This is an optimization exercise on Yosys and OpenROAD, whose aim is small area, not a production implementation. The RTL was checked by simulation tests, not by an equivalence proof against the original design. Power and IR drop assume default switching activity.

== north ==
==> module Cricket, before the edit <==
module Cricket(
    input clk_fpga,
    input reset,
    input btnU,
    input sw,
    output dp,
    output [6:0] seg,
    output [3:0] an,
    output [15:0] led
    );
    reg [11:0] count;
    reg new_press, stable, now_stable;
    wire cnt_low0 = (count[10:0] == 11'd0);
    wire cnt_term = ~count[11] & cnt_low0;
    wire cnt_fb = (count[11] & ~cnt_low0) ^ count[7] ^ count[1] ^ count[0];
    wire cnt_clr = reset | (btnU != new_press);
    always @(posedge clk_fpga) begin
        count <= cnt_clr ? 12'h001 : {count[10:0], cnt_fb};
        if (reset) begin
            new_press <= 0;
            stable <= 0;
        end else if (btnU == new_press) begin
            if (cnt_term)
                stable <= btnU;
        end else
            new_press <= btnU;
    end
    always @(posedge clk_fpga)
        now_stable <= stable;
    wire delivery = stable & ~now_stable;
    reg [5:1] shift;
    always @(posedge clk_fpga) begin
        if (reset) shift <= 5'b11111;
        else shift <= {shift[1] ^ shift[4], shift[5:2]};
    end
    wire [3:0] q  = {shift[3:1], shift[5] ^ shift[3]};
    wire [3:0] qp = {shift[2:1], shift[5] ^ shift[3], shift[4] ^ shift[2]};    
    reg [8:0] cnt;      
    reg [2:0] ph;       
    reg [4:0] hb;       
    wire cnt_end = (cnt == 9'd33);      
    always @(posedge clk_fpga) begin
        if (reset) begin
            cnt <= 0;
            ph <= 3'd1;
            hb <= 0;
        end else if (cnt_end) begin
            cnt <= 0;
            ph <= ph + 1'b1;
            hb <= (hb == 5'd20) ? 5'd0 : {hb[3:0], ~(hb[4] ^ hb[2])};    
        end else
            cnt <= {cnt[7:0], ~(cnt[8] ^ cnt[4])};
    end
    wire [1:0] digit = ph[2:1];
    reg [4:0] sc;
    wire sc_step = (ph == 3'd5) && (hb == 5'd0) && (cnt == 9'd0);    
    always @(posedge clk_fpga) begin
        if (reset)
            sc <= 0;
        else if (sc_step)
            sc <= (sc == 5'd14) ? 5'd31 : (sc == 5'd31) ? 5'd15 : sc + 1'b1;
    end
    reg [15:0] scroll;
    integer i;
    always @(*) begin
        for (i = 0; i < 16; i = i + 1)
            scroll[i] = sc[4] ? (sc[3:0] != i) : ((sc[3:0] > i) || (sc[3:0] == 4'd15));
    end
    reg [1:0] t1h, t2h;          
    reg [3:0] t1t, t2t;          
    reg [3:0] t1o, t2o;          
    reg [3:0] t1w, t2w;          
    reg [6:0] b1, b2;            
    reg selD;                    
    reg selL;                    
    reg pend;                    
    reg pendb;                   
    reg G;                       
    reg inningOver;
    wire [1:0] ch = selD ? t2h : t1h;
    wire [3:0] ct = selD ? t2t : t1t;
    wire [3:0] co = selD ? t2o : t1o;
    wire [3:0] cw = selD ? t2w : t1w;
    wire [6:0] cb = selL ? b2 : b1;
    wire over1 = (t1w >= 4'd10) || (b1 >= 7'd120);
    wire over2 = (t2w >= 4'd10) || (b2 >= 7'd120);
    wire gameOver = G | (over1 & over2);
    wire winner = ~({t1h, t1t, t1o} > {t2h, t2t, t2o});
    reg [2:0] d;
    always @(*) begin
        case (qp)
            3, 4, 5, 6: d = 3'd1;
            7, 8, 9:    d = 3'd2;
            10:         d = 3'd3;
            11:         d = 3'd4;
            12:         d = 3'd6;
            default:    d = 3'd0;
        endcase
    end
    wire wk = (qp == 4'd15);
    wire [4:0] o_sum = co + d;
    wire o_carry = (o_sum >= 5'd10);
    wire wrap = (ch == 2'd2) && (ct == 4'd5) && (o_sum >= 5'd6);
    wire [3:0] n_o = wrap ? o_sum - 5'd6 : o_carry ? o_sum - 5'd10 : o_sum[3:0];
    wire t_carry = o_carry && (ct == 4'd9);
    wire [3:0] n_t = (wrap || t_carry) ? 4'd0 : ct + o_carry;
    wire [1:0] n_h = wrap ? 2'd0 : ch + t_carry;
    wire [3:0] n_w = cw + wk;
    always @(posedge clk_fpga) begin
        if (reset) begin
            t1h <= 0; t1t <= 0; t1o <= 0; t1w <= 0;
            t2h <= 0; t2t <= 0; t2o <= 0; t2w <= 0;
            b1 <= 0; b2 <= 0;
            selD <= 0; selL <= 0;
            pend <= 0; pendb <= 0;
            G <= 0;
        end else begin
            if (pend && !selD) begin
                t1h <= n_h; t1t <= n_t; t1o <= n_o; t1w <= n_w;
            end
            if (pend && selD) begin
                t2h <= n_h; t2t <= n_t; t2o <= n_o; t2w <= n_w;
            end
            if (pendb && !selL) b1 <= cb + 1'b1;
            if (pendb && selL) b2 <= cb + 1'b1;
            if (!(delivery && cw >= 4'd10)) selD <= sw;
            if (!(delivery && inningOver)) selL <= sw;
            pend <= delivery && !gameOver && (cw < 4'd10);
            pendb <= delivery && !gameOver && !inningOver && (q != 4'd13) && (q != 4'd14);
            G <= gameOver;
        end
    end
    always @(posedge clk_fpga)
        inningOver <= !reset && ((cw >= 4'd10) || (cb >= 7'd120));
    assign led = G ? scroll : {9'd0, cb};
    reg [3:0] nd;
    always @(*) begin
        case (digit)
            2'd0: nd = (cw >= 4'd10) ? cw - 4'd10 : cw;
            2'd1: nd = co;
            2'd2: nd = ct;
            2'd3: nd = {2'b00, ch};
        endcase
    end
    reg [6:0] seg_n;        
    always @(*) begin
        case (nd)
            0: seg_n = 7'b100_0000;
            1: seg_n = 7'b111_1001;
            2: seg_n = 7'b010_0100;
            3: seg_n = 7'b011_0000;
            4: seg_n = 7'b001_1001;
            5: seg_n = 7'b001_0010;
            6: seg_n = 7'b000_0010;
            7: seg_n = 7'b111_1000;
            8: seg_n = 7'b000_0000;
            9: seg_n = 7'b001_0000;
            default: seg_n = 7'b000_1000;
        endcase
    end
    reg [6:0] seg_go;       
    always @(*) begin
        case (digit)
            2'd1: seg_go = winner ? 7'b010_0100 : 7'b111_1001;
            2'd3: seg_go = 7'b000_0111;
            default: seg_go = 7'b100_0000;
        endcase
    end
    reg [6:0] seg_io;       
    always @(*) begin
        case (digit)
            2'd0: seg_io = 7'b111_1101;
            2'd1: seg_io = 7'b100_0000;
            2'd2: seg_io = 7'b100_1111;
            2'd3: seg_io = 7'b101_1111;
        endcase
    end
    wire [6:0] segs = gameOver ? seg_go : inningOver ? seg_io : seg_n;
    assign seg = segs;
    assign an = ~(4'b0001 << digit);
    assign dp = ~(digit == 2'd1);
endmodule
==> flow/config.mk <==
export PLATFORM = sky130hd
export DESIGN_NAME = Cricket
export DESIGN_NICKNAME = Cricket
export VERILOG_FILES = /design/flow/design.v
export SDC_FILE = /design/flow/constraint.sdc
export NUM_CORES = 4
export LEC_CHECK = 0
export CAP_MARGIN = 20
export CORE_MARGIN = 2
export CORE_UTILIZATION = 40
export CTS_CLUSTER_DIAMETER = 200
export CTS_CLUSTER_SIZE = 50
export SLEW_MARGIN = 20
==> flow/constraint.sdc <==
create_clock -name core_clock -period 12.0 [get_ports {clk_fpga}]
set_input_delay 2.4000 -clock core_clock [delete_from_list [all_inputs] [get_ports {clk_fpga}]]
set_output_delay 2.4000 -clock core_clock [all_outputs]
set_load 0.01 [all_outputs]
standard.sh (not shown) runs the stock make flow with config.mk's settings and CLKGATE_MAP_FILE= SYNTH_SCRIPT=/design/flow/synth_recipe.tcl, a recipe that flattens the netlist after the stock synthesis.
==> flow/flow/run.sh <==
#!/bin/bash
# Own layout flow: the standard ORFS flow (standard.sh), with the synthesis
# mapped for area instead of speed (the 12 ns clock leaves ample slack):
#  - abc maps the combinational logic with an area-oriented script
#    (abc_area_own.script, used in place of ORFS's abc_speed.script),
#  - Yosys's adder cells (ha/fa) are not pre-placed, so abc maps adders too,
#  - the port buffers are the smallest buffer, sky130_fd_sc_hd__buf_1,
#  - CTS arguments from cts_args.txt, if present.
# Registers, their names and cell types are the standard synthesis's.
# Every tool's output goes to the ORFS logs under orfs/logs/ and to flow.log here.
set -euo pipefail
WORK=$(pwd)
SC="$WORK/scripts_own"
rm -rf "$SC"
cp -r "$FLOW_HOME/scripts" "$SC"
cp "$WORK/flow/abc_area_own.script" "$SC/abc_speed.script"
ARGS=("SCRIPTS_DIR=$SC" "ADDER_MAP_FILE=" "BUFFER_PORTS_ARGS=-buffer_cell sky130_fd_sc_hd__buf_1")
if [[ -f "$WORK/flow/cts_args.txt" ]]; then
    ARGS+=("CTS_ARGS=$(cat "$WORK/flow/cts_args.txt")")
fi
bash "$WORK/standard.sh" "${ARGS[@]}" finish > "$WORK/flow.log" 2>&1
==> flow/flow/abc_area_own.script <==
strash
dch -f
amap
strash
dch -f
amap
topo
==> flow/flow/cts_args.txt <==
-sink_clustering_enable -repair_clock_nets -dont_use_dummy_load -sink_clustering_size 50 -sink_clustering_max_diameter 200
Input changes introduced in middle (baseline for comparison: north):
-- flow/design.v --
<<< north, line 13
    reg new_press, stable, now_stable;
    wire cnt_low0 = (count[10:0] == 11'd0);
    wire cnt_term = ~count[11] & cnt_low0;
    wire cnt_fb = (count[11] & ~cnt_low0) ^ count[7] ^ count[1] ^ count[0];
    wire cnt_clr = reset | (btnU != new_press);
    always @(posedge clk_fpga) begin
        count <= cnt_clr ? 12'h001 : {count[10:0], cnt_fb};
        if (reset) begin
            new_press <= 0;
            stable <= 0;
>>> middle, line 13
    reg new_press, stable, now_stable;
    wire cnt_low0 = (count[10:0] == 11'd0);
    wire cnt_term = count[11] & cnt_low0;
    always @(posedge clk_fpga) begin
        if (reset) begin
            count <= 0;
            new_press <= 0;
            stable <= 0;
<<< north, line 24
            if (cnt_term)
                stable <= btnU;
        end else
            new_press <= btnU;
    end
    always @(posedge clk_fpga)
        now_stable <= stable;
    wire delivery = stable & ~now_stable;
    reg [5:1] shift;
    always @(posedge clk_fpga) begin
        if (reset) shift <= 5'b11111;
        else shift <= {shift[1] ^ shift[4], shift[5:2]};
    end
    wire [3:0] q  = {shift[3:1], shift[5] ^ shift[3]};
    wire [3:0] qp = {shift[2:1], shift[5] ^ shift[3], shift[4] ^ shift[2]};    
    reg [8:0] cnt;      
    reg [2:0] ph;       
>>> middle, line 22
            if (cnt_term)
                stable <= btnU;
            else
                count <= {count[10:0], count[11] ^ count[7] ^ count[1] ^ count[0] ^ cnt_low0};
        end else begin
            count <= 0;
            new_press <= btnU;
        end
    end
    always @(posedge clk_fpga)
        if (reset) now_stable <= 0;
        else now_stable <= stable;
    wire delivery = stable & ~now_stable;
    reg [5:0] shift;
    reg shift0_d;    
    always @(posedge clk_fpga) begin
        if (reset) shift <= 6'b111111;
        else shift <= {shift[1] ^ shift[4], shift[5:1]};
        shift0_d <= shift[0];
    end
    wire [3:0] q  = shift[3:0];
    wire [3:0] qp = {shift[2:0], shift0_d};    
    reg [8:0] cnt;      
    reg [2:0] ph;       
Notes after the runs:
middle against north: cell area after layout roughly the same; final worst-path cycle share decreased by 2.4 points relative to the old numbers; overall power after layout shows an increase of about 0.45%.
Final setup violation count: middle vs north identical
In middle the fraction of the mapped netlist area in simple logic gates turned out 0.42 points higher than in north.
Synthesized cell count delta for middle relative to north: 5 higher
| global-route usage | middle vs north | 0.36 points higher |
Via count in middle is 111 below north.

re-timing with driven ports:
Ports are ideal in the flow. The routed layouts listed here were re-timed in OpenROAD.
Step 1 sets driving cells, clkbuf_16 on the clock port and buf_2 on the other inputs (assumed; they add their load-dependent delay and slew).
Step 2 also shifts input and output timing later by t, the mid clock arrival at the registers, as if the neighbouring blocks saw the same clock.
Slacks: no drivers / after step 1 / after step 2; pairs: no drivers / after step 1.
| run | shift t [ns] | slack for setup (ns) | worst register clock-pin slew, ns | worst data-port slew with drivers (ns) |
|---|---|---|---|---|
| north | 0.387 | 5.258 / 5.226 / 5.613 | 0.09 / 0.09 | 0.03 |
| middle | 0.398 | 5.544 / 5.512 / 5.910 | 0.11 / 0.11 | 0.05 |
After both steps setup and hold are still met in every run listed.
